This is an optimization exercise on Yosys and OpenROAD, whose aim is small area, a short achievable clock period and few clock cycles per item, not a production implementation. Power is estimated from default activity; no workload was simulated.

the baseline:
==> flow/design.v <==
module divisor_secuencial #(
    parameter N = 32
) (
    input  logic             clk,
    input  logic             rst,
    input  logic             valid,
    input  logic [N-1:0]     A,
    input  logic [N-1:0]     B,
    output logic [N-1:0]     Q,
    output logic [N-1:0]     R,
    output logic             done,
    output logic             error
);
    logic [N-1:0] x_reg;     
    logic [N-1:0] d_reg;     
    logic [N-1:0] q_reg;     
    logic [4:0]   cnt;       
    logic         err_reg;
    logic s_align, s_step, s_done, s_quick;
    logic idle;
    assign idle = !(s_align || s_step || s_done || s_quick);
    function automatic logic [5:0] lzc32(input logic [31:0] v);
        logic [15:0] z1;  logic [15:0] c1;         
        logic [7:0]  z2;  logic [15:0] c2;         
        logic [3:0]  z3;  logic [11:0] c3;         
        logic [1:0]  z4;  logic [7:0]  c4;         
        for (int i = 0; i < 16; i++) begin
            z1[i] = !(v[2*i+1] || v[2*i]);
            c1[i] = !v[2*i+1];
        end
        for (int i = 0; i < 8; i++) begin
            z2[i] = z1[2*i+1] && z1[2*i];
            c2[2*i+:2] = z1[2*i+1] ? {1'b1, c1[2*i]} : {1'b0, c1[2*i+1]};
        end
        for (int i = 0; i < 4; i++) begin
            z3[i] = z2[2*i+1] && z2[2*i];
            c3[3*i+:3] = z2[2*i+1] ? {1'b1, c2[4*i+:2]} : {1'b0, c2[4*i+2+:2]};
        end
        for (int i = 0; i < 2; i++) begin
            z4[i] = z3[2*i+1] && z3[2*i];
            c4[4*i+:4] = z3[2*i+1] ? {1'b1, c3[6*i+:3]} : {1'b0, c3[6*i+3+:3]};
        end
        lzc32 = {z4[1] && z4[0], z4[1] ? {1'b1, c4[3:0]} : {1'b0, c4[7:4]}};
    endfunction
    logic [5:0] lz_a, lz_b;
    logic [4:0] shamt;
    always_ff @(posedge clk) begin
        lz_a <= lzc32(A);
        lz_b <= lzc32(B);
    end
    assign shamt = lz_b[4:0] - lz_a[4:0];
    logic [N-1:0] d_shift;
    always_comb begin
        logic [N-1:0] t;
        logic [4:0]   s;
        s = s_align ? shamt : 5'd0;
        if (!s_align)
            t = d_reg >> 1;
        else if (s[0])
            t = d_reg << 1;
        else
            t = d_reg;
        if (s[1]) t = t << 2;
        if (s[2]) t = t << 4;
        if (s[3]) t = t << 8;
        if (s[4]) t = t << 16;
        d_shift = t;
    end
    logic [N-1:0] b_above;       
    logic         a_short;
    always_comb begin
        b_above[N-1] = 1'b0;
        for (int i = N - 2; i >= 0; i--)
            b_above[i] = b_above[i+1] || B[i+1];
    end
    assign a_short = !(|(A & ~b_above)) && (b_above[0] || B[0]);
    logic [N:0]   diff;
    logic         ge;
    assign diff = {1'b0, x_reg} - {1'b0, d_reg};
    assign ge   = !diff[N];
    assign Q     = q_reg;
    assign R     = x_reg;
    assign done  = s_done || s_quick;
    assign error = err_reg;
    always_ff @(posedge clk or posedge rst) begin
        if (rst) begin
            s_align <= 1'b0;
            s_step  <= 1'b0;
            s_done  <= 1'b0;
            s_quick <= 1'b0;
        end else begin
            s_align <= idle && valid;
            s_quick <= idle && valid && a_short;
            s_step  <= (s_align && !s_quick && ge && !lz_b[5]) || (s_step && cnt != '0);
            s_done  <= (s_align && !s_quick && (!ge || lz_b[5])) || (s_step && cnt == '0);
        end
    end
    always_ff @(posedge clk) begin
        if (idle)
            x_reg <= A;
        else if (s_step && ge)
            x_reg <= diff[N-1:0];
        if (idle)
            d_reg <= B;
        else
            d_reg <= d_shift;
        if (s_step)
            q_reg <= {q_reg[N-2:0], ge};
        else
            q_reg <= '0;
        if (s_align)
            cnt <= shamt;
        else
            cnt <= cnt - 1'b1;
        err_reg <= !idle && lz_b[5];
    end
endmodule
Settings: LEC_CHECK=0, CAP_MARGIN=20, CORE_MARGIN=2, CORE_UTILIZATION=40, PLACE_DENSITY=0.6, SLEW_MARGIN=20; clock period 10.0 ns.
standard.sh (not shown) runs the stock make flow with config.mk's settings and CLKGATE_MAP_FILE= SYNTH_SCRIPT=/design/flow/synth_recipe.tcl, a recipe that flattens the netlist after the stock synthesis.
==> flow/flow/run.sh <==
#!/bin/bash
# The standard layout (standard.sh), with changes to how it is made only:
#  - the ports are buffered with sky130_fd_sc_hd__buf_2 instead of the resizer's default pick;
#  - The clock tree is built from sky130_fd_sc_hd__clkbuf_8.
#  - repair_timing aims for extra setup slack at the design's 10 ns clock.
# The SDC, the clock period and everything else are the standard flow's own.
bash standard.sh "BUFFER_PORTS_ARGS=-buffer_cell sky130_fd_sc_hd__buf_2" SETUP_SLACK_MARGIN=6.8 CTS_BUF_LIST=sky130_fd_sc_hd__clkbuf_8 finish > standard.log 2>&1
The baseline finished every step from synthesis to the final layout, and the layout passed the timing, design-rule and antenna checks.
Setup changes, the baseline to the candidate
--- a/flow/design.v
+++ b/flow/design.v
@@ -14,13 +14,13 @@
     logic [N-1:0] x_reg;     
     logic [N-1:0] d_reg;     
     logic [N-1:0] q_reg;     
     logic [4:0]   cnt;       
     logic         err_reg;
-    logic s_align, s_step, s_done, s_quick;
+    logic s_align, s_step, s_done;
     logic idle;
-    assign idle = !(s_align || s_step || s_done || s_quick);
+    assign idle = !(s_align || s_step || s_done);
     function automatic logic [5:0] lzc32(input logic [31:0] v);
         logic [15:0] z1;  logic [15:0] c1;         
         logic [7:0]  z2;  logic [15:0] c2;         
         logic [3:0]  z3;  logic [11:0] c3;         
         logic [1:0]  z4;  logic [7:0]  c4;         
@@ -78,23 +78,22 @@
     logic         ge;
     assign diff = {1'b0, x_reg} - {1'b0, d_reg};
     assign ge   = !diff[N];
     assign Q     = q_reg;
     assign R     = x_reg;
-    assign done  = s_done || s_quick;
+    assign done  = s_done;
     assign error = err_reg;
     always_ff @(posedge clk or posedge rst) begin
         if (rst) begin
             s_align <= 1'b0;
             s_step  <= 1'b0;
             s_done  <= 1'b0;
-            s_quick <= 1'b0;
         end else begin
-            s_align <= idle && valid;
-            s_quick <= idle && valid && a_short;
-            s_step  <= (s_align && !s_quick && ge && !lz_b[5]) || (s_step && cnt != '0);
-            s_done  <= (s_align && !s_quick && (!ge || lz_b[5])) || (s_step && cnt == '0);
+            s_align <= idle && valid && !a_short;
+            s_step  <= (s_align && ge && !lz_b[5]) || (s_step && cnt != '0);
+            s_done  <= (idle && valid && a_short) || (s_align && (!ge || lz_b[5])) ||
+                       (s_step && cnt == '0);
         end
     end
     always_ff @(posedge clk) begin
         if (idle)
             x_reg <= A;
Results
- Looking at routability-driven placement congestion ratio across the baseline and the candidate, the one that comes out lower is the baseline.
- For the routed wirelength normalized by instance count, the candidate came in about 5% higher than the baseline did.
- Of the baseline and the candidate, the higher area added between synthesis and finish belongs to the candidate.
- | power | the candidate vs the baseline | 0.65% lower |
- Compared the baseline against the candidate; number of DRC violations after detailed-routing iteration 0 within noise.
- Comparing the baseline and the candidate, the lower fraction of power consumed by combinational cells was measured on the candidate.
- Final critical-path setup slack in the candidate is 0.086 ns lower than in the baseline
- Diff the baseline -> the candidate: power per cell area fell about 0.7%; share of the final layout cell area in sequential cells fell 0.26 points.
- The baseline reports its worst setup path startpoint as s_quick while the candidate reports B[29].
No functional check of the RTL was part of any run of this note.

[what the ideal ports hide]
No port has a modelled driver above. Below, the same layouts with a new extraction and two added sets of constraints.
Step 1 (the two cells are an assumption about what drives the block):
set clk [get_ports {clk}]
set_driving_cell -lib_cell sky130_fd_sc_hd__clkbuf_16 $clk
set_driving_cell -lib_cell sky130_fd_sc_hd__buf_2 [delete_from_list [all_inputs] $clk]
Step 2 also shifts input and output timing later by t, the mid clock arrival at the registers, as if the neighbouring blocks saw the same clock.
Three values: ideal, step 1, step 2; two values: the first two.
run	shift t [ns]	setup WS [ns]	latest minus earliest clock arrival (ns)	worst slew at a driven data input, ns
the baseline	0.525	6.724 / 6.677 / 6.348	0.016 / 0.016	0.05
the candidate	0.497	6.638 / 6.648 / 6.151	0.021 / 0.022	0.07
After both steps every run listed still meets setup and hold. For the candidate, which loses most, drivers alone change the setup slack by +0.010 ns; drivers and shift together by -0.487 ns.
